What follows belongs to an exercise in optimizing a design on an open flow for small area, a short achievable clock period and few clock cycles; a production flow would make more cautious choices. Only simulation tests tie the RTL to the original design; equivalence was not proved. Power and IR drop assume default switching activity.

$ cat constraint.sdc
create_clock -name core_clock -period 12.0 [get_ports {clk_in}]
set_input_delay 2.4000 -clock core_clock [delete_from_list [all_inputs] [get_ports {clk_in}]]
set_output_delay 2.4000 -clock core_clock [all_outputs]
set_load 0.01 [all_outputs]
$ cat design.v
module cpu(
    input  wire        clk_in,
    input  wire        rst_in,
    input  wire        rdy_in,
    input  wire [ 7:0] mem_din,
    output wire [ 7:0] mem_dout,
    output wire [31:0] mem_a,
    output wire        mem_wr,
    input  wire        io_buffer_full,
    output wire [31:0] dbgreg_dout
);
wire clk = clk_in;
wire rst_n = rst_in | ~rdy_in;    
reg  rst;
always @(posedge clk) rst <= rst_n;
assign dbgreg_dout = 32'h0;
reg  [1:0] ph;
reg  [2:0] clrc;                  
wire       clr = (clrc != 3'd0);
always @(posedge clk) begin
    if (rst) begin
        ph   <= 2'd0;
        clrc <= 3'd4;
    end else begin
        ph <= ph + 2'd1;
        if (clr) clrc <= clrc - 3'd1;
    end
end
reg  [3:0] P;                     
always @(posedge clk) P <= rst ? 4'b0001 : {P[2:0], P[3]};
wire p0 = P[0];
wire p1 = P[1];
wire p2 = P[2];
wire p3 = P[3];
reg  [31:0] FB;           
reg         fbh;          
reg  [2:0]  fbi;          
reg  [15:0] FA;           
reg         rq_ok;        
reg  [1:0]  rq_b;         
reg         fa_ok;        
reg  [1:0]  fa_b;         
reg         rbt;          
reg         BV;
reg  [5:0]  BTAG;
reg  [15:0] BTGT;
reg         s_hit;        
reg         fbp;          
reg         irp;          
reg  [31:0] IR;           
reg         XV;           
reg         XF;           
reg  [29:0] XPC;          
reg dLUI, dAUIPC, dJAL, dJALR, dBR, dLD, dST, dSLT, dSR, dSLL, dSHF, dSR1;
reg dXOR, dOR, dAND, dUseImm, dSub, dMulti, dBack, dWr1, dWr2, dSRA;
reg dShOP, dBeq, dBltu, dBinv;    
reg [4:0] RI1, RI2;
reg [4:0] rotr;           
reg [4:0] thr;            
reg  [17:0] MA;           
reg         MW;           
reg  [7:0]  MD;           
reg  [1:0]  mcnt;         
reg         mst;          
reg         lreq;         
reg         ldin;         
reg  [7:0]  A, B;         
reg  [7:0]  IMB;          
reg  [7:0]  PCB;          
reg  [7:0]  D1, D2, D3;   
reg  [7:0]  SD;           
reg         cy;           
reg         lcy;          
reg         eqa;          
reg         sflag;        
reg         sgn;          
reg         lsgn;         
reg  [7:0]  Wd;           
reg         Wwe;
reg  [4:0]  Wrd;
assign mem_a    = {14'h0, MA};
assign mem_wr   = MW;
assign mem_dout = MD;
wire x0 = XV & ~XF;       
wire x1 = XV &  XF;       
wire [2:0] f3  = IR[14:12];
wire [4:0] rdi = IR[11:7];
wire [31:0] wsel;
wire [7:0]  wdat = clr ? 8'h00 : Wd;
wire [255:0] rdf;         
assign rdf[7:0] = 8'h00;
genvar g;
generate
    for (g = 1; g < 32; g = g + 1) begin : RF
        reg [7:0] b0, b1, b2, b3;
        assign wsel[g] = clr | (Wwe & (Wrd == g));
        always @(posedge clk) begin
            b0 <= b1;
            b1 <= b2;
            b2 <= wsel[g] ? wdat : b3;
            b3 <= b0;
        end
        assign rdf[g*8 +: 8] = b1;
    end
endgenerate
assign wsel[0] = 1'b0;
wire       irbusy  = x0 & dMulti;                 
wire       rsel_fb = p3 & ~irbusy;
reg  [7:0] rA, rB;
integer k;
always @(*) begin
    rA = 8'h00;
    rB = 8'h00;
    for (k = 1; k < 32; k = k + 1) begin
        rA = rA | ({8{RI1 == k}} & rdf[k*8 +: 8]);
        rB = rB | ({8{RI2 == k}} & rdf[k*8 +: 8]);
    end
end
wire [4:0] fo = FB[6:2];
wire [2:0] ff3 = FB[14:12];
wire fLUI   = (fo == 5'b01101);
wire fAUIPC = (fo == 5'b00101);
wire fJAL   = (fo == 5'b11011);
wire fJALR  = (fo == 5'b11001);
wire fBR    = (fo == 5'b11000);
wire fLD    = (fo == 5'b00000);
wire fST    = (fo == 5'b01000);
wire fOPI   = (fo == 5'b00100);
wire fOP    = (fo == 5'b01100);
wire fALU   = fOP | fOPI;
wire fSLT   = fALU & (ff3[2:1] == 2'b01);
wire fSR    = fALU & (ff3 == 3'b101);
wire fSLL   = fALU & (ff3 == 3'b001);
wire fShOP  = fOP & (ff3[1:0] == 2'b01);          
wire fSR1   = fSR & fOPI & (FB[24:23] == 2'b00);    
wire fMulti = fLD | fSLT | (fSR & ~fSR1) | fShOP;
wire frdnz  = (FB[11:7] != 5'd0);
function [7:0] immbyte;
    input [31:0] ins;
    input [1:0]  p;
    reg   [4:0]  o;
    reg   [31:0] im;
    begin
        o = ins[6:2];
        if (o == 5'b01101 || o == 5'b00101) im = {ins[31:12], 12'h0};
        else if (o == 5'b01000)             im = {{20{ins[31]}}, ins[31:25], ins[11:7]};
        else                                im = {{20{ins[31]}}, ins[31:20]};
        case (p)
            2'd0: immbyte = im[7:0];
            2'd1: immbyte = im[15:8];
            2'd2: immbyte = im[23:16];
            default: immbyte = im[31:24];
        endcase
    end
endfunction
wire [7:0] Ae = dAUIPC ? PCB : (dLUI ? 8'h00 : A);
wire [7:0] Be = dUseImm ? IMB : B;
wire [7:0] Bx = dSub ? ~Be : Be;
wire       cin = p0 ? dSub : cy;
wire [8:0] sum = {1'b0, Ae} + {1'b0, Bx} + {8'h00, cin};
wire       eqb = (A == B);
wire       eqn = (p0 ? 1'b1 : eqa) & eqb;
wire       ltu = ~sum[8];
wire       lts = (A[7] ^ Be[7]) ? A[7] : ~sum[8];
wire       bltu = (A < B) | (eqb & ~cy);
wire       blts = (A[7] ^ B[7]) ? A[7] : bltu;
wire       taken = dBinv ^ (dBeq ? eqn : (dBltu ? bltu : blts));
wire [8:0] lk = {1'b0, PCB} + (p0 ? 9'd4 : {8'h00, lcy});
reg [7:0] wlo, whi;
always @(*) begin
    case (rotr[4:3])
        2'd0: begin wlo = D3; whi = D2; end
        2'd1: begin wlo = D2; whi = D1; end
        2'd2: begin wlo = D1; whi = A;  end
        default: begin wlo = A; whi = dSR1 ? rA : D3; end
    endcase
end
wire [15:0] wpair = {whi, wlo} >> rotr[2:0];
wire        fillb = dSRA & (dSR1 ? A[7] : sgn);
reg  [7:0]  shout;
integer j;
always @(*) begin
    for (j = 0; j < 8; j = j + 1) begin
        if (dSR) shout[j] = ({ph, j[2:0]} <= thr) ? wpair[j] : fillb;
        else     shout[j] = ({ph, j[2:0]} >= thr) ? wpair[j] : 1'b0;
    end
end
wire [1:0] lw = f3[1:0];            
wire       ldv = (lw == 2'd2) | p0 | ((lw == 2'd1) & p1);
wire [7:0] ldb = ldv ? D1 : {8{lsgn & ~f3[2]}};
reg [7:0] Y;
always @(*) begin
    if (XF & dLD)             Y = ldb;
    else if (XF & dSLT)       Y = {7'h00, sflag & p0};
    else if (dSHF)            Y = shout;
    else if (dJAL | dJALR)    Y = lk[7:0];
    else if (dXOR)            Y = A ^ Be;
    else if (dOR)             Y = A | Be;
    else if (dAND)            Y = A & Be;
    else                      Y = sum[7:0];
end
wire writer = (x0 & dWr1) | (x1 & dWr2);
wire [1:0]  a1716 = rA[1:0] + {IR[31], IR[31]} + {1'b0, sum[8]};
wire [17:0] daddr = {a1716, sum[7:0], D1};
wire [29:0] immJ = {{12{IR[31]}}, IR[19:12], IR[20], IR[30:22]};        
wire [29:0] immB = {{20{IR[31]}}, IR[7], IR[30:25], IR[11:9]};          
wire [29:0] TAR = XPC + (dJAL ? immJ : immB);    
wire [29:0] XPC1 = XPC + 30'd1;
wire [29:0] jtgt = {sum[7:0], D1, D2, D3[7:2]};
wire mstart = x0 & (dLD | dST) & p1;
wire mcont  = (mcnt != 2'd0);
wire mbusy  = mstart | mcont | red_jalr;           
reg  tmatch;              
always @(posedge clk) if (p0) tmatch <= (BTGT == TAR[15:0]);
wire red_jal  = x0 & dJAL & p1 & ~(irp & tmatch);
wire red_jalr = x0 & dJALR & p1;                   
wire red_b    = rbt;                               
wire redir    = red_jal | red_b;
wire flush    = red_jal | red_jalr | rbt;
wire [15:0] fa_red = red_jal ? TAR[15:0] : XPC[15:0];
wire arr     = fa_ok & ~flush;                     
wire fbh_end = fbh | (arr & (fa_b == 2'd3));       
wire xfer    = p3 & fbh & ~irbusy;                 
wire [15:0] fa_e  = redir ? fa_red : FA;
wire [2:0]  fbi_e = redir ? 3'd0 : fbi;
wire        want  = (fbi_e != 3'd4) | (p1 & ~irbusy);
wire        fiss  = want & ~mbusy;
wire [1:0]  fidx  = (fbi_e == 3'd4) ? 2'd0 : fbi_e[1:0];
always @(posedge clk) begin
    if (rst) begin
        fbh   <= 1'b0;
        fbi   <= 3'd0;
        FA    <= 16'h0;
        rq_ok <= 1'b0;
        fa_ok <= 1'b0;
        s_hit <= 1'b0;
        fbp   <= 1'b0;
    end else begin
        if (flush | red_jalr) s_hit <= 1'b0;
        else if (fiss & (fidx == 2'd0)) s_hit <= BV & (BTAG == fa_e[5:0]);
        if (flush | red_jalr | xfer | redir) fbp <= 1'b0;
        else if (fiss & (fidx == 2'd3)) fbp <= s_hit;
        fa_ok <= rq_ok & ~flush;
        fa_b  <= rq_b;
        rq_ok <= fiss | red_jalr;
        rq_b  <= red_jalr ? 2'd0 : fidx;
        if (red_jalr) begin
            FA  <= daddr[17:2];
            fbi <= 3'd1;
        end else if (fiss) begin
            if (fidx == 2'd3) begin
                FA  <= s_hit ? BTGT : FA + 16'd1;
                fbi <= 3'd4;
            end else begin
                FA  <= fa_e;
                fbi <= {1'b0, fidx} + 3'd1;
            end
        end else begin
            FA  <= fa_e;
            fbi <= (xfer & (fbi_e == 3'd4) & ~redir) ? 3'd0 : fbi_e;
        end
        if (flush) fbh <= 1'b0;
        else if (xfer) fbh <= 1'b0;
        else fbh <= fbh_end;
    end
end
always @(posedge clk) if (arr) FB[fa_b*8 +: 8] <= mem_din;
wire brt    = x0 & dBR & taken;
wire pok    = irp & tmatch & (dJAL | (dBR & taken));       
wire squash = x0 & (irp ? ~pok : ((dBR & taken) | dJAL | dJALR));
wire skip1  = dBR & taken & ~irp & ~fbp & fbh & (immB == 30'd2);
wire btb_ins   = x0 & p3 & (dJAL | (dBR & taken & dBack)) & ~pok & ~fbp;
wire [29:0] xpc_n = (dJAL | (dBR & taken)) ? TAR : (dJALR ? jtgt : XPC1);
always @(posedge clk) begin
    if (rst) begin
        XV  <= 1'b0;
        XF  <= 1'b0;
        XPC <= 30'h0;
        rbt <= 1'b0;
        BV  <= 1'b0;
    end else begin
        rbt <= p3 & x0 & (irp ? (~pok & ~dJAL & ~dJALR) : (dBR & taken & ~skip1));
        if (btb_ins) begin
            BV   <= 1'b1;
            BTAG <= XPC[5:0];
            BTGT <= TAR[15:0];
        end else if (p3 & x0 & irp & ~pok) begin
            BV   <= 1'b0;
        end
        if (p3) begin
            if (irbusy) begin
                XF <= 1'b1;
            end else begin
                XV <= fbh & ~squash;
                XF <= 1'b0;
            end
            if (x0) XPC <= xpc_n;
        end
    end
end
always @(posedge clk) begin
    if (p3 & ~irbusy & fbh) begin
        IR      <= FB;
        irp     <= fbp;
        dLUI    <= fLUI;
        dAUIPC  <= fAUIPC;
        dJAL    <= fJAL;
        dJALR   <= fJALR;
        dBR     <= fBR;
        dLD     <= fLD;
        dST     <= fST;
        dSLT    <= fSLT;
        dSR     <= fSR;
        dSR1    <= fSR1;
        dSLL    <= fSLL;
        dSHF    <= fSR | fSLL;
        dSRA    <= FB[30];
        dXOR    <= fALU & (ff3 == 3'b100);
        dOR     <= fALU & (ff3 == 3'b110);
        dAND    <= fALU & (ff3 == 3'b111);
        dUseImm <= fOPI | fLD | fST | fJALR | fLUI | fAUIPC;
        dSub    <= (fOP & (ff3 == 3'b000) & FB[30]) | fBR | fSLT;
        dMulti  <= fMulti;
        dBack   <= fBR & FB[31];
        dWr1    <= frdnz & (fLUI | fAUIPC | fJAL | fJALR | (fALU & ~fMulti));
        dWr2    <= frdnz & fMulti;
        dShOP   <= fShOP;
        dBeq    <= (ff3[2:1] == 2'b00);
        dBltu   <= ff3[1];
        dBinv   <= ff3[0];
    end
end
wire [4:0] shs  = (p3 & ~irbusy) ? FB[24:20] : B[4:0];
wire       shsr = (p3 & ~irbusy) ? fSR : dSR;
always @(posedge clk) begin
    if ((p3 & ~irbusy & fbh) | (x0 & p0 & dShOP)) begin
        rotr <= shsr ? (5'd24 + shs) : (5'd24 - shs);
        thr  <= shsr ? (5'd31 - shs) : shs;
    end
end
wire fb24 = (arr & (fa_b == 2'd3)) ? mem_din[0] : FB[24];
reg [4:0] ri1, ri2;
always @(*) begin
    if (p2 & ~irbusy) begin
        ri1 = FB[19:15];
        ri2 = {fb24, FB[23:20]};
    end else if (p3 & xfer) begin
        ri1 = FB[19:15];
        ri2 = FB[24:20];
    end else begin
        ri1 = IR[19:15];
        ri2 = IR[24:20];
    end
end
always @(posedge clk) begin
    RI1 <= ri1; RI2 <= ri2;
end
always @(posedge clk) begin
    A   <= rA;
    B   <= rB;
    IMB <= rsel_fb ? immbyte(FB, 2'd0) : immbyte(IR, ph + 2'd1);
    PCB <= p3 ? {(x0 ? (irp ? TAR[5:0] : XPC1[5:0]) : XPC[5:0]), 2'b00} :
           p0 ? XPC[13:6] : p1 ? XPC[21:14] : XPC[29:22];
    SD  <= B;
    D2  <= D1;
    D3  <= D2;
    if (ldin)       D1 <= mem_din;
    else if (dSHF)  D1 <= A;
    else            D1 <= sum[7:0];
    cy  <= sum[8];
    lcy <= lk[8];
    eqa <= eqn;
    if (x0 & p3) begin
        sflag <= dSLT & (f3[0] ? ltu : lts);
        sgn   <= A[7];
    end
    if (x1 & (ph == {1'b0, lw[0]})) lsgn <= D1[7];
    Wd  <= Y;
    Wrd <= rdi;
end
always @(posedge clk) begin
    if (rst) Wwe <= 1'b0;
    else     Wwe <= writer;
end
always @(posedge clk) begin
    if (rst) begin
        MA   <= 18'h0;
        MW   <= 1'b0;
        mcnt <= 2'd0;
        mst  <= 1'b0;
        lreq <= 1'b0;
        ldin <= 1'b0;
    end else begin
        lreq <= 1'b0;
        ldin <= lreq;
        MW   <= 1'b0;
        if (mstart) begin
            MA   <= daddr;
            mcnt <= (lw == 2'd2) ? 2'd3 : {1'b0, lw[0]};
            mst  <= dST;
            MW   <= dST & ~rst_n;
            lreq <= dLD;
        end else if (red_jalr) begin
            MA   <= {daddr[17:2], 2'b00};
        end else if (mcont) begin
            MA   <= MA + 18'd1;
            mcnt <= mcnt - 2'd1;
            MW   <= mst & ~rst_n;
            lreq <= ~mst;
        end else if (fiss) begin
            MA <= {fa_e, fidx};
        end
    end
end
always @(posedge clk) MD <= SD;
endmodule
$ cat flow/run.sh
#!/bin/bash
# Standard ORFS layout (the standard.sh, unchanged synthesis), with choices
# of our own for how the layout is made:
#  - ports are buffered with buf_4 instead of the default delay buffer;
#  - repair_timing aims for 8.3 ns of setup slack at the design's clock, so that
#    the resizer keeps improving paths well beyond the required period;
#  - clock tree: larger sink clusters, clkbuf_16 only;
#  - ABC maps for area (the resizer then fixes the timing).
set -euo pipefail
export SETUP_SLACK_MARGIN=8.3
export ABC_AREA=1
export BUFFER_PORTS_ARGS="-buffer_cell sky130_fd_sc_hd__buf_4"
export CTS_CLUSTER_SIZE=30
export CTS_CLUSTER_DIAMETER=80
export CTS_BUF_LIST=sky130_fd_sc_hd__clkbuf_16
bash standard.sh > run_standard.log 2>&1
$ cat config.mk
export PLATFORM = sky130hd
export DESIGN_NAME = cpu
export DESIGN_NICKNAME = cpu
export VERILOG_FILES = /design/flow/design.v
export SDC_FILE = /design/flow/constraint.sdc
export NUM_CORES = 8
export LEC_CHECK = 0
export CAP_MARGIN = 20
export CORE_MARGIN = 2
export CORE_UTILIZATION = 40
export SLEW_MARGIN = 20
$ cat standard.sh
#!/bin/bash
# synth_recipe.tcl (not shown) runs the flow's synth.tcl, then flattens the netlist and writes it again
# the make line also repeats each setting of config.mk as NAME=value (left out here)
make -C /OpenROAD-flow-scripts/flow DESIGN_CONFIG=/design/flow/config.mk WORK_HOME=/design/flow/orfs CLKGATE_MAP_FILE= SYNTH_SCRIPT=/design/flow/synth_recipe.tcl "${@:-finish}"
==> qor.txt, run 1 <==
Flop and latch count out of synthesis = 1306
Min Tclk post-route = 3.734 ns
GRT Total Usage = 25.20%
DR DRC count = 0
Adder-Cell Fraction of Synth Area = 2.491%
Worst-path fanout max = 5
Post-synth cell types = 68
Seq/Total Area, Yosys = 59.63%
Dpl cells = 6446
Worst Path Required = 12.61 ns
Via-to-Cell Ratio = 5.408
Top cell type's share of synthesized area = 51.58%
Fmax = 0.2678 GHz
Post-Synth Simple-Gate Area = 16.03%
Die width = 342.8 µm
Critical Path AT = 4.35 ns
I/O pin cnt = 85
RR Endpoint = MA[17]$_SDFFE_PP0P_
Cell area after synthesis = 45910 µm²
Insertion delay to the later sink of the worst-skew pair = 0.73 ns
Syn_area_per_cell = 9.135 µm²
Largest net degree at the start of global routing = 58
CTS H-tree lvls = 2
Total gr overflow = 0
CP cell instances = o21ai_2, xor2_2, fa_2, inv_2, fa_2, a21oi_2, o21bai_1, a21oi_1, o21bai_1, nand2_1, inv_2, nor2_4, nor2_4, nor2_4, fa_2, xnor2_2, xor2_2, buf_6, o211ai_1, a21oi_1
Top cells by area, synth = dfxtp_1, nand2_1, edfxtp_1
Drt pass-1 iters = 6
Leakage power = 20.08 nW
Compound-Gate Fraction of Synth Area = 13.36%
First-pass GRT wire length = 218300 µm
Setup crit start kind = register
Cells after synthesis = 5026
Effective utilization at floorplan = 40.26%
DR vias = 35520
DP HPWL = 112600 µm
Worst clock skew = 0.06261 ns
FILL cells = 11230
Min-Delay Endpoint = RF[28].b1[4]$_DFF_P_
Slowest-stage cell, CP = dfxtp_1
Final Net Count = 5133
Syn-to-layout area delta = 8.740%
Worst R2R Path Depth = 20
PortBufs = 37
Most common cell after layout, fill and taps aside = dfxtp_1
Num CTS Buffers = 57
CORE AREA = 114000 µm²
Routed wire length = 152200 µm
Hold path depth = 0
Clock Tree Root = clkbuf_16
# rows = 124
Setup violators final = 0
Mux contribution to synthesized area = 0.1090%
WL/cell = 23.17 µm
Share of layout cells above drive strength 1 = 6.448%
GP Congestion = 1.032
Antenna viol nets, final = 0
RSZ-0062 raised after global routing = true
Iteration-0 DRC Markers = 4530
Main combinational cell family by area after synthesis = simple AND/OR/NAND/NOR gates
Family with the most delay on the worst path = adder cells
Area of the multi-input gates = 16010 µm²
Tightest Pin Transition = 1.059 ns
Clk sink count = 1306
Non-Filler Instances = 6569
Ys async rst share = 0%
TNS Setup = 0 ns
Power density cells = 145.9 nW/µm²
CP peak stage delay = 0.59 ns
R2R Path Start = B[0]$_DFF_P_
Final Hold Fails = 0
Internal reg-to-reg setup slack = 8.27 ns
Max-slew violations = 0
Critical path endpoint category = register
Min-delay src = RF[28].b2[4]$_DFF_P_
Worst-path clk slew = 0.10 ns
Die area = 117500 µm²
HP Class = register to register
Post-synth top flop = dfxtp_1
Period utilization = 31.12%
Commonest non-fill, non-tap cells in the layout = dfxtp_1, nand2_1, o21ai_0
Headroom to the max-slew limit = 29.16%
Die height = 342.8 µm
CTS tree = done
Max-capacitance violation count = 0
WS Path Type = register to register
Storage element area = 27400 µm²
Post-synthesis xor/xnor area fraction = 2.041%
Max VDD drop = 0.1156 mV
Worst-case clock buffer depth = 3
Post-synth EDFFs = 123
Status = no timing/DRC/antenna violations
Yosys top cell by area = dfxtp_1
Initial antenna violation count = 4
Yosys Warn Count = 1
Vias in the first global route = 31960
Worst path bufs/invs = 3
==> per-layer routing <==
| layer | vias up | part of all wire [%] | track usage [%] |
|---|---|---|---|
| li1 | 16590 | - | - |
| met1 | 17000 | 46 | 37.20 |
| met2 | 1624 | 42 | 36.90 |
| met3 | 308 | 8.3 | 4.133 |
| met4 | 4 | 4.2 | 9.147 |
| met5 | - | 0.017 | 0 |
==> timing repair <==
action / CTS / global route
cloned: 1 / 3
hold buffers: 0 / 0
pin swaps: 6 / 21
resized for setup: 50 / 40
endpoints found under the hold margin: 0 / 0
setup endpoints to repair: 98 / 81
setup buffers: 14 / 20
==> cell usage after synthesis, types with 7 or more instances <==
master / n
o22ai_1: 48
nand2_2: 8
a21oi_1: 204
nor3_1: 35
nand3_1: 237
a22oi_1: 11
o21ai_0: 555
clkinv_1: 8
nor2_2: 13
a211oi_1: 16
inv_2: 9
a221oi_1: 45
nor4_1: 17
o211ai_1: 48
o2111ai_1: 10
nand4_1: 76
o221ai_1: 27
nand2_1: 1036
xnor2_1: 25
o21ai_1: 8
ha_1: 85
dfxtp_1: 1183
a2111oi_0: 9
nor2_1: 286
buf_1: 7
or2_2: 7
xor2_1: 82
buf_2: 23
nor2_4: 7
edfxtp_1: 123
clkbuf_1: 133
a32o_1: 12
buf_4: 50
inv_1: 479
a31oi_1: 30
==> registers in the layout, summed over array words and instances (netlist names), 16 cells and up <==
signal and count:
BTGT 16, IR 30, XPC 30, RF.b0 248, RF.b2 248, FB 30, RF.b3 248, FA 16
MA 18, RF.b1 248
==> through the flow <==
stage	hold slack [ns]	power, mW	setup slack [ns]	util (%)	area (µm²)
after floorplan	0.3096	4.849	8.526	-	46080
after global placement	0.3097	4.987	7.304	41.68	47530
after detailed placement	0.3121	4.995	7.275	41.70	47550
after CTS	0.3099	7.319	8.278	43.50	49610
after global routing	0.3086	7.520	8.072	43.78	49920
final	0.3093	7.283	8.266	43.78	49920
==> final cells by class <==
class / instances / share of cell area, %
clock buffers: 58 / 2.907
diodes: 1 / 0.005013
repair inverters: 4 / 0.04511
clock inverters: 25 / 0.7293
multi-input cells: 3053 / 32.07
inverters: 497 / 3.784
repair buffers: 113 / 1.784
flip-flops and latches: 1306 / 54.89
well taps: 1512 / 3.789
==> kinds of logic (layout without fill, tap and decap cells) <==
family                   count (synthesis)  after routing
AO/OA/AOI/OAI                         1062           1062
XOR/XNOR                               107            107
adder cells (fa/ha/maj)                 89             89
buffers and inverters                  712            697
flip-flops                            1306           1306
multiplexers                             5              5
other                                    1             47
AND/OR/NAND/NOR                       1744           1744
==> power breakdown <==
group          switching [mW]  internal [mW]  leakage, nW
sequential             0.0852           4.53         10.7
combinational           0.220         0.0706         8.48
clock                    1.42          0.951        0.890
==> worst max-delay path by stage <==
stage	startpoint	to	cells after the start
floorplan	dUseImm$_DFFE_PP_	MA[17]$_SDFFE_PP0P_	21
global placement	dJAL$_DFFE_PP_	MA[13]$_SDFFE_PP0P_	13
detailed placement	dJAL$_DFFE_PP_	MA[5]$_SDFFE_PP0P_	13
CTS	RI1[2]$_DFF_P_	MA[17]$_SDFFE_PP0P_	15
global route	dUseImm$_DFFE_PP_	MA[17]$_SDFFE_PP0P_	21
finish	B[0]$_DFF_P_	MA[17]$_SDFFE_PP0P_	20
Testbench counts, summed over its fixed seeds: cycles 208,292.
==> inputs of run 2 (changes only) <==
--- a/design.v
+++ b/design.v
@@ -143,6 +143,8 @@
     begin
         o = ins[6:2];
         if (o == 5'b01101 || o == 5'b00101) im = {ins[31:12], 12'h0};
+        else if (o == 5'b11011)             im = {{12{ins[31]}}, ins[19:12], ins[20], ins[30:21], 1'b0};
+        else if (o == 5'b11000)             im = {{20{ins[31]}}, ins[7], ins[30:25], ins[11:8], 1'b0};
         else if (o == 5'b01000)             im = {{20{ins[31]}}, ins[31:25], ins[11:7]};
         else                                im = {{20{ins[31]}}, ins[31:20]};
         case (p)
@@ -202,22 +204,26 @@
 wire writer = (x0 & dWr1) | (x1 & dWr2);
 wire [1:0]  a1716 = rA[1:0] + {IR[31], IR[31]} + {1'b0, sum[8]};
 wire [17:0] daddr = {a1716, sum[7:0], D1};
-wire [29:0] immJ = {{12{IR[31]}}, IR[19:12], IR[20], IR[30:22]};        
-wire [29:0] immB = {{20{IR[31]}}, IR[7], IR[30:25], IR[11:9]};          
-wire [29:0] TAR = XPC + (dJAL ? immJ : immB);    
+reg        pcy;
+wire [8:0] padd = {1'b0, PCB} + {1'b0, IMB} + {8'h00, ~p0 & pcy};
+always @(posedge clk) pcy <= padd[8];
+wire [1:0]  t1716 = XPC[15:14] + (dJAL ? IR[17:16] : {IR[31], IR[31]}) + {1'b0, padd[8]};
+wire [15:0] tgt16 = {t1716, padd[7:0], D1[7:2]};
+wire [29:0] TAR = {padd[7:0], D1, D2, D3[7:2]};
 wire [29:0] XPC1 = XPC + 30'd1;
 wire [29:0] jtgt = {sum[7:0], D1, D2, D3[7:2]};
 wire mstart = x0 & (dLD | dST) & p1;
 wire mcont  = (mcnt != 2'd0);
 wire mbusy  = mstart | mcont | red_jalr;           
+wire tmatchc = (BTGT == tgt16);
 reg  tmatch;              
-always @(posedge clk) if (p0) tmatch <= (BTGT == TAR[15:0]);
-wire red_jal  = x0 & dJAL & p1 & ~(irp & tmatch);
+always @(posedge clk) if (p1) tmatch <= tmatchc;
+wire red_jal  = x0 & dJAL & p1 & ~(irp & tmatchc);
 wire red_jalr = x0 & dJALR & p1;                   
 wire red_b    = rbt;                               
 wire redir    = red_jal | red_b;
 wire flush    = red_jal | red_jalr | rbt;
-wire [15:0] fa_red = red_jal ? TAR[15:0] : XPC[15:0];
+wire [15:0] fa_red = red_jal ? tgt16 : XPC[15:0];
 wire arr     = fa_ok & ~flush;                     
 wire fbh_end = fbh | (arr & (fa_b == 2'd3));       
 wire xfer    = p3 & fbh & ~irbusy;                 
@@ -268,7 +274,7 @@
 wire brt    = x0 & dBR & taken;
 wire pok    = irp & tmatch & (dJAL | (dBR & taken));       
 wire squash = x0 & (irp ? ~pok : ((dBR & taken) | dJAL | dJALR));
-wire skip1  = dBR & taken & ~irp & ~fbp & fbh & (immB == 30'd2);
+wire skip1  = dBR & taken & ~irp & ~fbp & fbh & (IR[31:25] == 7'd0) & (IR[11:7] == 5'b01000);
 wire btb_ins   = x0 & p3 & (dJAL | (dBR & taken & dBack)) & ~pok & ~fbp;
 wire [29:0] xpc_n = (dJAL | (dBR & taken)) ? TAR : (dJALR ? jtgt : XPC1);
 always @(posedge clk) begin
@@ -366,6 +372,7 @@
     D3  <= D2;
     if (ldin)       D1 <= mem_din;
     else if (dSHF)  D1 <= A;
+    else if (dBR | dJAL) D1 <= padd[7:0];
     else            D1 <= sum[7:0];
     cy  <= sum[8];
     lcy <= lk[8];
==> run 2 against run 1 <==
Still clean on timing, DRC and antenna. Clock skew is 0.0088 ns lower. Die area is 2.7% lower. Clock-buffer cell count up 1. Register-to-register slack worse by 0.75 ns. Non-clock buffer count is 4 higher. Maximum frequency shrank 17%. Clock power is essentially flat. Setup slack lost 0.75 ns. Area after synthesis shrank 2.7%. Critical path depth increased by 15. Critical path type unchanged. Largest power group unchanged.
==> qor.txt, run 2 <==
Compound-Gate Fraction of Synth Area = 13.44% (+0.084 points)
Critical Path AT = 5.16 ns (+0.81 ns)
Die height = 338.2 µm (-1.3%)
Clock Tree Root = clkbuf_16
Headroom to the max-slew limit = 24.01% (-5.2 points)
Antenna viol nets, final = 0 (unchanged)
Mux contribution to synthesized area = 0.1344% (+0.025 points)
Worst setup margin = 7.516 ns (-0.7499 ns)
HP Class = register to register
Leakage power = 19.50 nW (-2.9%)
CTS tree = done
Syn-to-layout area delta = 10.54%
TNS Setup = 0 ns (unchanged)
Slowest-stage cell, CP = dfxtp_4
Vias in the first global route = 31010 (-3.0%)
Period utilization = 37.37% (+6.2 points)
Worst Path Required = 12.67 ns (+0.06 ns)
Drt pass-1 iters = 6 (unchanged)
Yosys Warn Count = 1 (unchanged)
DR DRC count = 0 (unchanged)
Seq/Total Area, Yosys = 61.32% (+1.7 points)
Most common cell after layout, fill and taps aside = dfxtp_1
Final Net Count = 4960 (-3.4%)
Max-capacitance violation count = 0 (unchanged)
WS Path Type = register to register
Max-slew violations = 0 (unchanged)
Most frequent CP cell = nand2_2
Die area = 114400 µm² (-2.7%)
Top cell type's share of synthesized area = 53.06% (+1.5 points)
FILL cells = 10730 (-4.5%)
Critical path endpoint category = register
Main combinational cell family by area after synthesis = simple AND/OR/NAND/NOR gates
Via-to-Cell Ratio = 5.347 (-1.1%)
Share of layout cells above drive strength 1 = 7.465% (+1.0 points)
Cell area after synthesis = 44670 µm² (-2.7%)
Most frequent cell after synthesis = dfxtp_1
Total gr overflow = 0 (unchanged)
DP HPWL = 110100 µm (-2.2%)
Iteration-0 DRC Markers = 3899 (-14%)
Initial antenna violation count = 13 (+9)
DR vias = 34190 (-3.7%)
Tightest Pin Transition = 1.136 ns (+0.07699 ns)
Cells after synthesis = 4836 (-3.8%)
Setup violators final = 0 (unchanged)
Worst-case clock buffer depth = 3 (unchanged)
Post-synth cell types = 65 (-4.4%)
Top cells by area, synth = dfxtp_1, nand2_1, edfxtp_1
Area of the multi-input gates = 14960 µm² (-6.6%)
# rows = 122 (-1.6%)
PortBufs = 37 (unchanged)
Post-Synth Simple-Gate Area = 14.82% (-1.2 points)
Yosys top cell by area = dfxtp_1
Clk sink count = 1307 (+0.077%)
Hold WS = 0.3123 ns (+0.002989 ns)
Worst clock skew = 0.05379 ns (-0.008822 ns)
GP Congestion = 1.033 (about the same)
RSZ-0062 raised after global routing = true
Status = no timing/DRC/antenna violations
Ys async rst share = 0% (unchanged)
Post-Place Setup Slack = 6.318 ns (-0.9576 ns)
Syn_area_per_cell = 9.238 µm² (+1.1%)
Routed wire length = 150300 µm (-1.3%)
Num CTS Buffers = 58 (+1.8%)
WL/cell = 23.50 µm (+1.4%)
Adder-Cell Fraction of Synth Area = 2.033% (-0.46 points)
GRT Total Usage = 25.38% (+0.18 points)
Final Hold Fails = 0 (unchanged)
Setup crit start kind = register
Power density cells = 150.1 nW/µm² (+2.9%)
Commonest non-fill, non-tap cells in the layout = dfxtp_1, nand2_1, inv_1
Fmax = 0.2230 GHz (-17%)
I/O pin cnt = 85 (unchanged)
Die width = 338.2 µm (-1.3%)
Post-synth EDFFs = 123 (unchanged)
Effective utilization at floorplan = 40.37% (+0.11 points)
Min Tclk post-route = 4.484 ns (+0.7499 ns)
Insertion delay to the later sink of the worst-skew pair = 0.72 ns (about the same)
Flop and latch count out of synthesis = 1307 (+0.077%)
Largest net degree at the start of global routing = 57 (-1.7%)
Post-synthesis xor/xnor area fraction = 1.510% (-0.53 points)
Post-synth top flop = dfxtp_1
CTS H-tree lvls = 2 (unchanged)
Worst-path clk slew = 0.12 ns (+0.02 ns)
Storage element area = 27440 µm² (+0.15%)
CP peak stage delay = 0.38 ns (-0.21 ns)
Commonest cells post-synth = dfxtp_1, nand2_1, inv_1
CORE AREA = 110700 µm² (-3.0%)
First-pass GRT wire length = 215800 µm (-1.1%)
Worst-path fanout max = 8 (+3)
Max VDD drop = 0.1435 mV (+24%)
[run 2: changes by cell type in the layout (fill, tap and decap cells not counted), sizes merged, moves of 10 or more]
cell | before | now
o22ai | 48 | 101
ha | 85 | 63
nand3b | 2 | 13
nor2 | 306 | 296
a31oi | 30 | 14
nand3 | 241 | 178
o21ai | 564 | 521
xor2 | 82 | 60
inv | 499 | 562
a32o | 12 | 1
nand2 | 1047 | 1017
nand4 | 76 | 36
a221oi | 45 | 34
[run 2: worst max-delay path, delay by kind of cell (launching register included)]
| family | cells | cell delay [ns] |
|---|---|---|
| flip-flops | 1 | 0.38 |
| AND/OR/NAND/NOR | 19 | 1.72 |
| adder cells (fa/ha/maj) | 4 | 1.12 |
| buffers and inverters | 8 | 0.73 |
| XOR/XNOR | 1 | 0.19 |
| AO/OA/AOI/OAI | 3 | 0.27 |
[run 2: layout make-up]
type,count,area share [%]
sequential,1307,55.57
timing repair buffer,117,2.242
clock buffer,59,2.990
antenna,3,0.01520
timing repair inverter,6,0.1317
tap,1488,3.770
multi-input combinational,2839,30.29
clock inverter,25,0.7373
inverter,550,4.259
[run 2: worst paths after layout]
check,start,end,slack [ns],depth (start not counted)
max,P[0]$_SDFF_PP1_,FA[9]$_SDFF_PP0_,7.52,35
min,RF[26].b2[2]$_DFF_P_,RF[26].b1[2]$_DFF_P_,0.31,0
max reg2reg,P[0]$_SDFF_PP1_,FA[9]$_SDFF_PP0_,7.52,35
min reg2reg,RF[26].b2[2]$_DFF_P_,RF[26].b1[2]$_DFF_P_,0.31,0
[run 2: cell families after synthesis]
| family | after synthesis |
|---|---|
| other | 1 |
| buffers and inverters | 738 |
| DFF | 1307 |
| muxes | 6 |
| AOI/OAI and AO/OA | 1040 |
| adders and majority gates | 69 |
| xor gates and xnor gates | 77 |
| and+or+nand+nor | 1598 |
[run 2: metal layers]
layer / up-vias / wire length (µm) / GRT usage, %
met3: 267 / 11950 / 3.560
li1: 15890 / - / -
met5: - / 13 / 0
met1: 16480 / 68350 / 37.44
met2: 1548 / 63960 / 37.75
met4: 2 / 5984 / 9.012
[run 2: what timing repair did]
action / 4_1_cts / 5_1_grt
hold buffers: 0 / 0
setup endpoints to repair: 126 / 114
resized for setup: 119 / 61
cloned: 12 / 0
setup buffers: 33 / 16
pin swaps: 19 / 23
[run 2: power breakdown]
part / total (mW) / switching [mW] / internal (mW)
Clock: 2.40 / 1.45 / 0.954
Sequential: 4.64 / 0.0884 / 4.55
Combinational: 0.372 / 0.276 / 0.0965
Total: 7.41 / 1.81 / 5.60
[run 2: metrics by stage]
step / area (µm²) / total power [mW] / util [%] / instances
finish: 49380 / 7.413 / 44.62 / 6394
detailed placement: 46330 / 5.076 / 41.87 / 6246
floorplan: 44900 / 4.903 / - / 4881
CTS: 49000 / 7.445 / 44.27 / 6375
global placement: 46330 / 5.068 / 41.86 / 6246
global route: 49380 / 7.648 / 44.62 / 6391
Testbench counts of run 2, summed over its fixed seeds: cycles 208,292.
==> inputs of run 3 (changes only) <==
--- a/design.v
+++ b/design.v
@@ -209,16 +209,13 @@
 always @(posedge clk) pcy <= padd[8];
 wire [1:0]  t1716 = XPC[15:14] + (dJAL ? IR[17:16] : {IR[31], IR[31]}) + {1'b0, padd[8]};
 wire [15:0] tgt16 = {t1716, padd[7:0], D1[7:2]};
-wire [29:0] TAR = {padd[7:0], D1, D2, D3[7:2]};
+wire [29:0] TAR = {(dJALR ? sum[7:0] : padd[7:0]), D1, D2, D3[7:2]};    
 wire [29:0] XPC1 = XPC + 30'd1;
-wire [29:0] jtgt = {sum[7:0], D1, D2, D3[7:2]};
 wire mstart = x0 & (dLD | dST) & p1;
 wire mcont  = (mcnt != 2'd0);
 wire mbusy  = mstart | mcont | red_jalr;           
-wire tmatchc = (BTGT == tgt16);
-reg  tmatch;              
-always @(posedge clk) if (p1) tmatch <= tmatchc;
-wire red_jal  = x0 & dJAL & p1 & ~(irp & tmatchc);
+wire tmatch  = (BTGT == TAR[15:0]);     
+wire red_jal  = x0 & dJAL & p1 & ~irp;            
 wire red_jalr = x0 & dJALR & p1;                   
 wire red_b    = rbt;                               
 wire redir    = red_jal | red_b;
@@ -276,7 +273,7 @@
 wire squash = x0 & (irp ? ~pok : ((dBR & taken) | dJAL | dJALR));
 wire skip1  = dBR & taken & ~irp & ~fbp & fbh & (IR[31:25] == 7'd0) & (IR[11:7] == 5'b01000);
 wire btb_ins   = x0 & p3 & (dJAL | (dBR & taken & dBack)) & ~pok & ~fbp;
-wire [29:0] xpc_n = (dJAL | (dBR & taken)) ? TAR : (dJALR ? jtgt : XPC1);
+wire [29:0] xpc_n = (dJAL | dJALR | (dBR & taken)) ? TAR : XPC1;
 always @(posedge clk) begin
     if (rst) begin
         XV  <= 1'b0;
@@ -285,7 +282,7 @@
         rbt <= 1'b0;
         BV  <= 1'b0;
     end else begin
-        rbt <= p3 & x0 & (irp ? (~pok & ~dJAL & ~dJALR) : (dBR & taken & ~skip1));
+        rbt <= p3 & x0 & (irp ? (~pok & ~dJALR) : (dBR & taken & ~skip1));
         if (btb_ins) begin
             BV   <= 1'b1;
             BTAG <= XPC[5:0];
==> run 3 against run 2 <==
Non-clock buffer count down 25. Clock-buffer cell count increased by 1. Still clean. Setup slack better by 0.75 ns. Flip-flop and latch count is 1 lower. Global-route usage rose by 0.43 points. Sequential power barely moved. Highest routed layer unchanged. Core utilization decreased by 0.73 points. Worst hold slack worse by 0.0086 ns. Combinational power down 11%. Total power rose by 0.45%. Sequential share of layout area increased by 1.0 points. Clock skew rose by 0.018 ns.
==> qor.txt, run 3 <==
Status = no timing/DRC/antenna violations
Ys async rst share = 0% (unchanged)
PortBufs = 37 (unchanged)
Max-capacitance violation count = 0 (unchanged)
Critical path endpoint category = register
Tightest Pin Transition = 1.267 ns (+0.1309 ns)
Vias in the first global route = 31070 (+0.21%)
Fmax = 0.2678 GHz (+20%)
Leakage power = 19.39 nW (-0.56%)
Effective utilization at floorplan = 40.27% (-0.098 points)
Post-synth top flop = dfxtp_1
Most common cell after layout, fill and taps aside = dfxtp_1
Top cells by area, synth = dfxtp_1, nand2_1, edfxtp_1
Min Tclk post-route = 3.734 ns (-0.7502 ns)
RSZ-0062 raised after global routing = true
GP Congestion = 1.034 (+0.12%)
Die area = 113800 µm² (-0.51%)
Top cell type's share of synthesized area = 53.33% (+0.28 points)
Pwr Total = 7.446 mW (+0.45%)
CTS tree = done
Drt pass-1 iters = 6 (unchanged)
HP Class = register to register
Seq/Total Area, Yosys = 61.58% (+0.25 points)
Yosys Warn Count = 1 (unchanged)
Share of layout cells above drive strength 1 = 6.173% (-1.3 points)
Largest net degree at the start of global routing = 61 (+7.0%)
Worst-path fanout max = 5 (-3)
Commonest non-fill, non-tap cells in the layout = dfxtp_1, nand2_1, o21ai_0
Worst-path clk slew = 0.11 ns (about the same)
Worst-case clock buffer depth = 3 (unchanged)
Worst clock skew = 0.07220 ns (+0.01841 ns)
Iteration-0 DRC Markers = 3679 (-5.6%)
DR DRC count = 0 (unchanged)
Worst R2R Path Depth = 23 (-34%)
Power density cells = 153.7 nW/µm² (+2.4%)
Critical Path AT = 4.34 ns (-0.82 ns)
Worst setup margin = 8.266 ns (+0.7502 ns)
Final Net Count = 4862 (-2.0%)
WS Path Type = register to register
Via-to-Cell Ratio = 5.297 (-0.93%)
Max-slew violations = 0 (unchanged)
I/O pin cnt = 85 (unchanged)
Die width = 337.3 µm (-0.26%)
Cell area after synthesis = 44440 µm² (-0.52%)
Hold_buf cts = 0 (unchanged)
Antenna viol nets, final = 0 (unchanged)
Max VDD drop = 0.1236 mV (-14%)
Insertion delay to the later sink of the worst-skew pair = 0.73 ns (about the same)
Final Hold Fails = 0 (unchanged)
Post-synth EDFFs = 122 (-0.81%)
WL/cell = 23.57 µm (+0.29%)
First-pass GRT wire length = 213900 µm (-0.90%)
Routed wire length = 148500 µm (-1.2%)
Period utilization = 31.12% (-6.3 points)
Worst Path Required = 12.61 ns (-0.06 ns)
Post-synth cell types = 63 (-3.1%)
CORE AREA = 110400 µm² (-0.28%)
Clk sink count = 1306 (-0.077%)
# rows = 122 (unchanged)
Area of the multi-input gates = 14830 µm² (-0.85%)
Post-Place Setup Slack = 7.320 ns (+1.002 ns)
Num CTS Buffers = 59 (+1.7%)
TNS Setup = 0 ns (unchanged)
CTS H-tree lvls = 2 (unchanged)
Most frequent cell after synthesis = dfxtp_1
Setup violators final = 0 (unchanged)
Setup crit start kind = register
Hold path depth = 0 (unchanged)
Yosys top cell by area = dfxtp_1
Syn_area_per_cell = 9.294 µm² (+0.61%)
Die height = 337.3 µm (-0.26%)
FILL cells = 10840 (+1.0%)
Total gr overflow = 0 (unchanged)
GRT Total Usage = 25.81% (+0.43 points)
Storage element area = 27400 µm² (-0.15%)
Initial antenna violation count = 7 (-6)
Syn-to-layout area delta = 8.989%
Cells after synthesis = 4782 (-1.1%)
Headroom to the max-slew limit = 14.94% (-9.1 points)
DR vias = 33380 (-2.4%)
Flop and latch count out of synthesis = 1306 (-0.077%)
Commonest cells post-synth = dfxtp_1, nand2_1, o21ai_0
Clock Tree Root = clkbuf_16
DP HPWL = 110700 µm (+0.52%)
==> run 3: cell types whose count changed in the layout (fill, tap and decap cells not counted), sizes merged, moves of 24 or more <==
cell   change
buf       -26
inv      -107
nand3     +36
nand4     +24
o22ai     -31
==> run 3: what timing repair did <==
item | in CTS | in global routing
endpoints found under the hold margin | 0 | 0
endpoints found under the setup margin | 66 | 46
setup buffers | 17 | 5
resized for setup | 52 | 24
pin swaps | 7 | 8
==> run 3: worst paths after layout <==
path,slack (ns),endpoint,from
max,8.27,MA[17]$_SDFFE_PP0P_,dUseImm$_DFFE_PP_
min,0.30,RF[2].b3[5]$_DFF_P_,RF[2].b0[5]$_DFF_P_
max reg2reg,8.27,MA[17]$_SDFFE_PP0P_,dUseImm$_DFFE_PP_
min reg2reg,0.30,RF[2].b3[5]$_DFF_P_,RF[2].b0[5]$_DFF_P_
==> run 3: logic make-up (layout without fill, tap and decap cells) <==
family	after synthesis	in the layout	synth area share (%)
buffers and inverters	646	630	5.912
other	1	48	0.008438
AOI/OAI and AO/OA	990	990	12.89
xor gates and xnor gates	86	86	1.695
DFF	1306	1306	61.58
muxes	2	2	0.04505
and+or+nand+nor	1682	1682	15.83
adders and majority gates	69	69	2.044
==> run 3: metrics by stage <==
| stage | util (%) | cell area, µm² | hold WS [ns] | cells |
|---|---|---|---|---|
| after floorplan | - | 44610 | 0.3096 | 4827 |
| after global placement | 41.75 | 46080 | 0.3095 | 6186 |
| after detailed placement | 41.75 | 46080 | 0.3121 | 6186 |
| after CTS | 43.75 | 48290 | 0.2966 | 6294 |
| after global routing | 43.88 | 48430 | 0.3141 | 6299 |
| final | 43.89 | 48440 | 0.3037 | 6301 |
==> run 3: critical path, stage by stage (launching register included) <==
cell and delay, ns:
edfxtp_1 0.52, nand2_2 0.14, o21ai_4 0.08, xor2_2 0.16, fa_2 0.36, inv_2 0.09, fa_2 0.21, nand3_1 0.10
nand3_2 0.09, a21oi_1 0.07, o21ai_1 0.16, inv_1 0.07, nor2_2 0.13, nor2_1 0.05, nor2_1 0.12, nor2_2 0.09
fa_2 0.36, xnor2_2 0.16, xor2_2 0.17, buf_4 0.17, nand2_1 0.09, nand3_1 0.09, o211ai_1 0.10, inv_1 0.05
==> run 3: final cells by class <==
| class | instances | area share, % |
|---|---|---|
| timing repair buffer | 92 | 1.472 |
| multi-input combinational | 2875 | 30.61 |
| sequential | 1306 | 56.57 |
| clock inverter | 31 | 0.9067 |
| inverter | 447 | 3.479 |
| antenna | 2 | 0.01033 |
| clock buffer | 60 | 3.100 |
| tap | 1488 | 3.844 |
==> run 3: layer usage <==
layer	global-route usage, %	vias to the layer above	share of wire [%]
met5	0	-	0.015
met4	12.48	4	5.4
met3	3.235	313	6.6
met2	40.81	1357	45
met1	35.00	15940	43
li1	-	15760	-
==> run 3: where the power goes <==
| part | total (mW) | internal [mW] | switching (mW) | leakage (nW) |
|---|---|---|---|---|
| Clock | 2.46 | 0.997 | 1.46 | 0.953 |
| Sequential | 4.66 | 4.56 | 0.101 | 10.7 |
| Combinational | 0.330 | 0.0821 | 0.248 | 7.71 |
Testbench counts of run 3, summed over its fixed seeds: cycles 208,292.
==> inputs of run 4 (changes only) <==
--- a/design.v
+++ b/design.v
@@ -42,7 +42,7 @@
 reg  [1:0]  fa_b;         
 reg         rbt;          
 reg         BV;
-reg  [5:0]  BTAG;
+reg  [3:0]  BTAG;
 reg  [15:0] BTGT;
 reg         s_hit;        
 reg         fbp;          
@@ -51,9 +51,9 @@
 reg         XV;           
 reg         XF;           
 reg  [29:0] XPC;          
-reg dLUI, dAUIPC, dJAL, dJALR, dBR, dLD, dST, dSLT, dSR, dSLL, dSHF, dSR1;
+reg dLUI, dAUIPC, dJAL, dJALR, dBR, dLD, dST, dSLT, dSR, dSLL, dSR1;
 reg dXOR, dOR, dAND, dUseImm, dSub, dMulti, dBack, dWr1, dWr2, dSRA;
-reg dShOP, dBeq, dBltu, dBinv;    
+reg dShOP;                
 reg [4:0] RI1, RI2;
 reg [4:0] rotr;           
 reg [4:0] thr;            
@@ -81,6 +81,7 @@
 assign mem_a    = {14'h0, MA};
 assign mem_wr   = MW;
 assign mem_dout = MD;
+wire dSHF = dSR | dSLL;
 wire x0 = XV & ~XF;       
 wire x1 = XV &  XF;       
 wire [2:0] f3  = IR[14:12];
@@ -138,15 +139,14 @@
 function [7:0] immbyte;
     input [31:0] ins;
     input [1:0]  p;
-    reg   [4:0]  o;
+    input        u, jj, bb, ss;
     reg   [31:0] im;
     begin
-        o = ins[6:2];
-        if (o == 5'b01101 || o == 5'b00101) im = {ins[31:12], 12'h0};
-        else if (o == 5'b11011)             im = {{12{ins[31]}}, ins[19:12], ins[20], ins[30:21], 1'b0};
-        else if (o == 5'b11000)             im = {{20{ins[31]}}, ins[7], ins[30:25], ins[11:8], 1'b0};
-        else if (o == 5'b01000)             im = {{20{ins[31]}}, ins[31:25], ins[11:7]};
-        else                                im = {{20{ins[31]}}, ins[31:20]};
+        if (u)       im = {ins[31:12], 12'h0};
+        else if (jj) im = {{12{ins[31]}}, ins[19:12], ins[20], ins[30:21], 1'b0};
+        else if (bb) im = {{20{ins[31]}}, ins[7], ins[30:25], ins[11:8], 1'b0};
+        else if (ss) im = {{20{ins[31]}}, ins[31:25], ins[11:7]};
+        else         im = {{20{ins[31]}}, ins[31:20]};
         case (p)
             2'd0: immbyte = im[7:0];
             2'd1: immbyte = im[15:8];
@@ -166,7 +166,7 @@
 wire       lts = (A[7] ^ Be[7]) ? A[7] : ~sum[8];
 wire       bltu = (A < B) | (eqb & ~cy);
 wire       blts = (A[7] ^ B[7]) ? A[7] : bltu;
-wire       taken = dBinv ^ (dBeq ? eqn : (dBltu ? bltu : blts));
+wire       taken = f3[0] ^ (~f3[2] ? eqn : (f3[1] ? bltu : blts));
 wire [8:0] lk = {1'b0, PCB} + (p0 ? 9'd4 : {8'h00, lcy});
 reg [7:0] wlo, whi;
 always @(*) begin
@@ -240,7 +240,7 @@
         fbp   <= 1'b0;
     end else begin
         if (flush | red_jalr) s_hit <= 1'b0;
-        else if (fiss & (fidx == 2'd0)) s_hit <= BV & (BTAG == fa_e[5:0]);
+        else if (fiss & (fidx == 2'd0)) s_hit <= BV & (BTAG == fa_e[3:0]);
         if (flush | red_jalr | xfer | redir) fbp <= 1'b0;
         else if (fiss & (fidx == 2'd3)) fbp <= s_hit;
         fa_ok <= rq_ok & ~flush;
@@ -285,7 +285,7 @@
         rbt <= p3 & x0 & (irp ? (~pok & ~dJALR) : (dBR & taken & ~skip1));
         if (btb_ins) begin
             BV   <= 1'b1;
-            BTAG <= XPC[5:0];
+            BTAG <= XPC[3:0];
             BTGT <= TAR[15:0];
         end else if (p3 & x0 & irp & ~pok) begin
             BV   <= 1'b0;
@@ -316,7 +316,6 @@
         dSR     <= fSR;
         dSR1    <= fSR1;
         dSLL    <= fSLL;
-        dSHF    <= fSR | fSLL;
         dSRA    <= FB[30];
         dXOR    <= fALU & (ff3 == 3'b100);
         dOR     <= fALU & (ff3 == 3'b110);
@@ -328,9 +327,6 @@
         dWr1    <= frdnz & (fLUI | fAUIPC | fJAL | fJALR | (fALU & ~fMulti));
         dWr2    <= frdnz & fMulti;
         dShOP   <= fShOP;
-        dBeq    <= (ff3[2:1] == 2'b00);
-        dBltu   <= ff3[1];
-        dBinv   <= ff3[0];
     end
 end
 wire [4:0] shs  = (p3 & ~irbusy) ? FB[24:20] : B[4:0];
@@ -361,7 +357,8 @@
 always @(posedge clk) begin
     A   <= rA;
     B   <= rB;
-    IMB <= rsel_fb ? immbyte(FB, 2'd0) : immbyte(IR, ph + 2'd1);
+    IMB <= rsel_fb ? immbyte(FB, 2'd0, fLUI | fAUIPC, fJAL, fBR, fST)
+                   : immbyte(IR, ph + 2'd1, dLUI | dAUIPC, dJAL, dBR, dST);
     PCB <= p3 ? {(x0 ? (irp ? TAR[5:0] : XPC1[5:0]) : XPC[5:0]), 2'b00} :
            p0 ? XPC[13:6] : p1 ? XPC[21:14] : XPC[29:22];
     SD  <= B;
==> run 4 against run 3 <==
Clock-buffer cell count down 2. Worst hold slack worse by 0.012 ns. Combinational power up 7.3%. Non-clock buffer count up 11. Flip-flop and latch count down 8. Sequential power about the same. Critical path type is now register to output pin. Via count up 2.2%.
==> qor.txt, run 4 <==
Clk sink count = 1298 (-0.61%)
Yosys Warn Count = 1 (unchanged)
GRT Total Usage = 26.18% (+0.37 points)
Seq/Total Area, Yosys = 61.13% (-0.45 points)
First-pass GRT wire length = 215200 µm (+0.63%)
Hold_buf cts = 0 (unchanged)
Routed wire length = 152100 µm (+2.4%)
Period utilization = 30.57% (-0.55 points)
Fin util = 43.89% (about the same)
Fmax = 0.2726 GHz (+1.8%)
TNS Setup = 0 ns (unchanged)
Hold WS = 0.2919 ns (-0.01178 ns)
Dpl cells = 6202 (+0.26%)
Total gr overflow = 0 (unchanged)
Die area = 113600 µm² (-0.15%)
Most common cell after layout, fill and taps aside = dfxtp_1
Worst Path Required = 9.60 ns (-3.01 ns)
Worst-path clk slew = 0.11 ns (about the same)
Placed inst area = 45990 µm² (-0.18%)
Syn-to-layout area delta = 9.158%
Max VDD drop = 0.1278 mV (+3.4%)
Share of layout cells above drive strength 1 = 6.504% (+0.33 points)
Commonest non-fill, non-tap cells in the layout = dfxtp_1, nand2_1, o21ai_0
Headroom to the max-slew limit = 20.84% (+5.9 points)
Drt pass-1 iters = 6 (unchanged)
Critical Path AT = 1.27 ns (-3.07 ns)
Worst clock skew = 0.1059 ns (+0.03367 ns)
Cell area after layout = 48440 µm² (about the same)
CTS tree = done
CP peak stage delay = 0.39 ns (-0.13 ns)
Insertion delay to the later sink of the worst-skew pair = 0.75 ns (+0.02 ns)
Ys async rst share = 0% (unchanged)
Post-synth EDFFs = 114 (-6.6%)
Final Hold Fails = 0 (unchanged)
Cells after synthesis = 4813 (+0.65%)
Initial antenna violation count = 15 (+8)
Die height = 337.1 µm (about the same)
Largest net degree at the start of global routing = 69 (+13%)
WS Path Type = register to output pin
GP Congestion = 1.014 (-1.9%)
Tightest Pin Transition = 1.175 ns (-0.09228 ns)
Max-capacitance violation count = 0 (unchanged)
Antenna viol nets, final = 0 (unchanged)
Vias in the first global route = 30010 (-3.4%)
Effective utilization at floorplan = 40.21% (-0.059 points)
Family with the most delay on the worst path = flip-flops
Syn_area_per_cell = 9.220 µm² (-0.79%)
Iteration-0 DRC Markers = 4119 (+12%)
Slowest-stage cell, CP = dfxtp_4
Clock Tree Root = clkbuf_16
DR DRC count = 0 (unchanged)
Leakage power = 19.62 nW (+1.2%)
# rows = 122 (unchanged)
Power density cells = 153.5 nW/µm² (-0.12%)
Commonest cells post-synth = dfxtp_1, nand2_1, o21ai_0
WL/cell = 24.07 µm (+2.1%)
CTS H-tree lvls = 2 (unchanged)
PortBufs = 37 (unchanged)
CP cell instances = buf_4
RSZ-0062 raised after global routing = true
Yosys top cell by area = dfxtp_1
Most frequent cell after synthesis = dfxtp_1
Post-synth cell types = 59 (-6.3%)
Status = no timing/DRC/antenna violations
Setup violators final = 0 (unchanged)
Internal reg-to-reg setup slack = 8.34 ns (+0.07 ns)
Min Tclk post-route = 3.668 ns (-0.06588 ns)
Cell area after synthesis = 44380 µm² (-0.15%)
I/O pin cnt = 85 (unchanged)
Setup crit start kind = register
DR vias = 34100 (+2.2%)
Top cell type's share of synthesized area = 53.41% (+0.078 points)
Pwr Total = 7.438 mW (-0.11%)
Worst-path fanout max = 7 (+2)
Via-to-Cell Ratio = 5.395 (+1.8%)
Num CTS Buffers = 58 (-1.7%)
CORE AREA = 110400 µm² (unchanged)
DP HPWL = 112600 µm (+1.8%)
Non-Filler Instances = 6321 (+0.32%)
Post-synth top flop = dfxtp_1
HP Class = register to register
Final Net Count = 4883 (+0.43%)
Critical path endpoint category = output pin
Flop and latch count out of synthesis = 1298 (-0.61%)
Top cells by area, synth = dfxtp_1, nand2_1, edfxtp_1
Worst path bufs/invs = 1 (-3)
Post-Place Setup Slack = 7.055 ns (-0.2651 ns)
Worst-case clock buffer depth = 3 (unchanged)
Max-slew violations = 0 (unchanged)
Worst setup margin = 8.332 ns (+0.06588 ns)
Die width = 337.1 µm (about the same)
run 4: cell count changes after synthesis, sizes merged, moves of 13 or more:
cell / before / now
nor2: 307 / 293
o22ai: 70 / 54
clkbuf: 122 / 135
nand3: 214 / 272
nand2: 1027 / 1073
o211ai: 48 / 30
nand4: 60 / 85
o21ai: 510 / 467
inv: 435 / 397
run 4: metal layers:
layer / wire length [µm] / vias to the layer above / share of wire [%] / GRT usage [%]
li1: - / 15880 / - / -
met1: 71380 / 16390 / 47 / 39.56
met2: 61770 / 1545 / 41 / 36.87
met3: 13660 / 271 / 9.0 / 5.309
met4: 5236 / 12 / 3.4 / 8.596
met5: 72 / - / 0.047 / 0
run 4: what timing repair did:
action,4_1_cts,5_1_grt
gates cloned,0,3
setup buffers,8,17
endpoints found under the setup margin,74,63
pin swaps,3,14
gates resized for setup,69,42
run 4: area by class of cell:
class / count / area, µm²
antenna: 5 / 12.51
clock inverter: 28 / 442.9
tap: 1488 / 1862
timing repair buffer: 103 / 792.0
fill: 10830 / 61920
inverter: 404 / 1546
multi-input combinational: 2934 / 15140
clock buffer: 58 / 1451
timing repair inverter: 3 / 20.02
sequential: 1298 / 27170
run 4: logic make-up after synthesis:
kind of cell / count (synthesis) / share of synthesized area, %
and+or+nand+nor: 1809 / 17.19
DFF: 1298 / 61.13
AOI/OAI and AO/OA: 928 / 12.24
buffers and inverters: 626 / 5.755
xor gates and xnor gates: 76 / 1.500
adders and majority gates: 69 / 2.047
muxes: 6 / 0.1353
other: 1 / 0.008450
run 4: worst paths after layout:
path / start / endpoint / cells past startpoint
max: MA[6]$_SDFFE_PP0P_ / mem_a[6] / 1
max reg2reg: RI1[2]$_DFF_P_ / MA[17]$_SDFFE_PP0P_ / 16
min: RF[26].b2[7]$_DFF_P_ / RF[26].b1[7]$_DFF_P_ / 0
min reg2reg: RF[26].b2[7]$_DFF_P_ / RF[26].b1[7]$_DFF_P_ / 0
run 4: where the power goes:
group	total (mW)	leakage (nW)	internal [mW]	switching [mW]
sequential	4.67	10.7	4.55	0.125
combinational	0.354	8.00	0.0914	0.263
clock	2.41	0.920	0.966	1.44
Testbench counts of run 4, summed over its fixed seeds: cycles 208,380.
==> inputs of run 5 (changes only) <==
==> flow/run.sh (replaced) <==
#!/bin/bash
# Standard ORFS layout (the standard.sh, unchanged synthesis), with choices
# of our own for how the layout is made:
#  - ports are buffered with buf_4 instead of the default delay buffer;
#  - repair_timing aims for 8.5 ns of setup slack at the design's clock, so that
#    the resizer keeps improving paths well beyond the required period;
#  - clock tree: larger sink clusters, clkbuf_16 only;
#  - ABC maps for area (the resizer then fixes the timing).
set -euo pipefail
export SETUP_SLACK_MARGIN=8.5
export ABC_AREA=1
export BUFFER_PORTS_ARGS="-buffer_cell sky130_fd_sc_hd__buf_4"
export CTS_CLUSTER_SIZE=30
export CTS_CLUSTER_DIAMETER=80
export CTS_BUF_LIST=sky130_fd_sc_hd__clkbuf_16
bash standard.sh > run_standard.log 2>&1
==> run 5 against run 4 <==
Die area is the same. Sequential share of layout area is 0.66 points lower. Total power up 0.45%. Cell count up 0.62%. Largest power group unchanged. Clock-buffer cell count grew 1. Combinational power increased by 2%. Clock skew down 0.058 ns. Routed wire length up 0.58%. Global-route usage increased by 0.28 points. Via count is 0.20% higher.
==> qor.txt, run 5 <==
Critical Path AT = 1.19 ns (-0.08 ns)
First-pass GRT wire length = 217900 µm (+1.2%)
Die height = 337.1 µm (unchanged)
Worst clock skew = 0.04816 ns (-0.05771 ns)
Routed wire length = 153000 µm (+0.58%)
Min-Delay Endpoint = RF[24].b1[7]$_DFF_P_
Post-synth EDFFs = 114 (unchanged)
Family with the most delay on the worst path = flip-flops
Cell area after synthesis = 44380 µm² (unchanged)
Clock Tree Root = clkbuf_16
Ys async rst share = 0% (unchanged)
Most frequent cell after synthesis = dfxtp_1
Max-capacitance violation count = 0 (unchanged)
Worst R2R Path Depth = 22 (+6)
Yosys top cell by area = dfxtp_1
Critical path endpoint category = output pin
Tightest Pin Transition = 1.104 ns (-0.07073 ns)
DR vias = 34170 (+0.20%)
Headroom to the max-slew limit = 25.45% (+4.6 points)
Commonest non-fill, non-tap cells in the layout = dfxtp_1, nand2_1, o21ai_0
Hold path depth = 0 (unchanged)
WL/cell = 24.06 µm (about the same)
Yosys Warn Count = 1 (unchanged)
Initial antenna violation count = 9 (-6)
Setup violators final = 0 (unchanged)
Min-delay src = RF[24].b2[7]$_DFF_P_
Worst-path fanout max = 2 (-5)
Vias in the first global route = 30830 (+2.7%)
Worst Path Required = 9.60 ns (about the same)
Fmax = 0.2782 GHz (+2.0%)
R2R Path Start = P[0]$_SDFF_PP1_
Period utilization = 29.96% (-0.61 points)
Clk sink count = 1298 (unchanged)
Die width = 337.1 µm (unchanged)
Top cell type's share of synthesized area = 53.41% (unchanged)
Status = no timing/DRC/antenna violations
CP cell instances = buf_6
GP Congestion = 1.030 (+1.6%)
WS Path Type = register to output pin
PortBufs = 37 (unchanged)
CP peak stage delay = 0.37 ns (-0.02 ns)
Share of layout cells above drive strength 1 = 7.887% (+1.4 points)
Commonest cells post-synth = dfxtp_1, nand2_1, o21ai_0
Cells after synthesis = 4813 (unchanged)
Num CTS Buffers = 59 (+1.7%)
Max-slew violations = 0 (unchanged)
Total gr overflow = 0 (unchanged)
Iteration-0 DRC Markers = 4295 (+4.3%)
Effective utilization at floorplan = 40.21% (unchanged)
Worst-case clock buffer depth = 3 (unchanged)
DR DRC count = 0 (unchanged)
Via-to-Cell Ratio = 5.372 (-0.42%)
Antenna viol nets, final = 0 (unchanged)
I/O pin cnt = 85 (unchanged)
Post-synth cell types = 59 (unchanged)
Power density cells = 152.3 nW/µm² (-0.84%)
# rows = 122 (unchanged)
TNS Setup = 0 ns (unchanged)
Final Net Count = 4922 (+0.80%)
Die area = 113600 µm² (unchanged)
Syn_area_per_cell = 9.220 µm² (unchanged)
Final Hold Fails = 0 (unchanged)
Setup crit start kind = register
Internal reg-to-reg setup slack = 8.45 ns (+0.11 ns)
Worst path bufs/invs = 1 (unchanged)
Drt pass-1 iters = 6 (unchanged)
CTS H-tree lvls = 2 (unchanged)
Top cells by area, synth = dfxtp_1, nand2_1, edfxtp_1
Leakage power = 19.94 nW (+1.6%)
DP HPWL = 113000 µm (+0.33%)
CORE AREA = 110400 µm² (unchanged)
Max VDD drop = 0.1243 mV (-2.7%)
Post-synth top flop = dfxtp_1
HP Class = register to register
Largest net degree at the start of global routing = 62 (-10%)
GRT Total Usage = 26.46% (+0.28 points)
Min Tclk post-route = 3.595 ns (-0.07338 ns)
Slowest-stage cell, CP = dfxtp_4
CTS tree = done
Hold WS = 0.3061 ns (+0.01415 ns)
Seq/Total Area, Yosys = 61.13% (unchanged)
Syn-to-layout area delta = 10.58%
RSZ-0062 raised after global routing = true
Most common cell after layout, fill and taps aside = dfxtp_1
RR Endpoint = MA[17]$_SDFFE_PP0P_
Flop and latch count out of synthesis = 1298 (unchanged)
Worst-path clk slew = 0.10 ns (about the same)
Insertion delay to the later sink of the worst-skew pair = 0.73 ns (-0.02 ns)
run 5: cell counts after synthesis:
No cell type changed its count.
run 5: stage by stage:
step	utilization (%)	instance area [µm²]	instances	power [mW]	worst slack, ns
final	44.46	49070	6360	7.471	8.405
after global routing	44.46	49060	6357	7.714	8.262
after CTS	44.03	48590	6327	7.504	8.352
after detailed placement	41.65	45960	6199	5.107	6.937
after global placement	41.65	45960	6199	5.099	6.982
after floorplan	-	44550	4858	4.915	8.510
run 5: logic make-up (layout without fill, tap and decap cells):
| kind of cell | Yosys count | after routing | share of synthesized area, % |
|---|---|---|---|
| fa+ha+maj | 69 | 69 | 2.047 |
| simple gates | 1809 | 1809 | 17.19 |
| compound gates | 928 | 928 | 12.24 |
| flops | 1298 | 1298 | 61.13 |
| other cells | 1 | 49 | 0.008450 |
| buf+inv | 626 | 637 | 5.755 |
| xor+xnor | 76 | 76 | 1.500 |
| mux | 6 | 6 | 0.1353 |
run 5: repair_timing:
action / 4_1_cts / 5_1_grt
resized for setup: 129 / 58
pin swaps: 13 / 20
gates cloned: 4 / 0
endpoints found under the setup margin: 120 / 95
hold buffers: 0 / 0
setup buffers: 35 / 29
endpoints found under the hold margin: 0 / 0
run 5: cell type report:
class                      count  area [µm²]
fill                       10770       61290
sequential                  1298       27200
multi-input combinational   2934       15230
tap                         1488        1862
inverter                     404        1550
clock buffer                  59        1476
timing repair buffer         141        1282
clock inverter                30       445.4
timing repair inverter         3       20.02
antenna                        3       7.507
run 5: worst max path at each step:
stage                                  start                   to  slack (ns)  cells after the start
final                     MA[6]$_SDFFE_PP0P_             mem_a[6]        8.41                      1
after global routing       dUseImm$_DFFE_PP_  MA[17]$_SDFFE_PP0P_        8.26                     24
after CTS                  dUseImm$_DFFE_PP_  MA[17]$_SDFFE_PP0P_        8.35                     23
after detailed placement      RI1[4]$_DFF_P_  MA[17]$_SDFFE_PP0P_        6.94                     18
after global placement        RI1[4]$_DFF_P_  MA[17]$_SDFFE_PP0P_        6.98                     18
after floorplan            dUseImm$_DFFE_PP_  MA[17]$_SDFFE_PP0P_        8.51                     23
run 5: per-layer routing:
layer | track usage, % | vias to the layer above | wire length, µm
met5 | 0 | - | 25
met4 | 9.081 | 4 | 5647
met3 | 4.158 | 258 | 12570
met2 | 40.00 | 1527 | 65800
met1 | 38.29 | 16420 | 68960
li1 | - | 15960 | -
run 5: where the power goes:
group	internal [mW]	switching [mW]
Combinational	0.0949	0.265
Clock	0.969	1.47
Sequential	4.55	0.125
Total	5.61	1.86

re-timing with driven ports:
The flow's constraints put no driver on any port. The routed layouts listed below were extracted and timed again, unchanged, in two steps. Step 1 sets driving cells, clkbuf_16 on the clock port and buf_2 on the other inputs (assumed; they add their load-dependent delay and slew). Step 2 adds t to the input delays and takes it off the output delays; t is the mean of the earliest and latest rising clock arrival at the registers after step 1. Input paths then give back, and output paths get back, about the clock's delay inside the block. Three values: ideal ports, drivers, drivers and shift; two values: the first two.
run	t, ns	slack for setup (ns)	clock arrival spread, ns	worst register clock-pin slew, ns	cell pins on the clock port's net
run 1	0.776	8.266 / 8.259 / 8.266	0.064 / 0.064	0.12 / 0.12	1
run 2	0.766	7.516 / 7.516 / 7.516	0.070 / 0.071	0.12 / 0.12	1
run 3	0.768	8.266 / 8.266 / 8.266	0.074 / 0.074	0.12 / 0.12	1
run 4	0.778	8.332 / 8.253 / 8.337	0.106 / 0.106	0.12 / 0.12	1
run 5	0.774	8.405 / 8.335 / 8.453	0.049 / 0.049	0.12 / 0.12	1
After both steps every run listed still meets setup and hold.
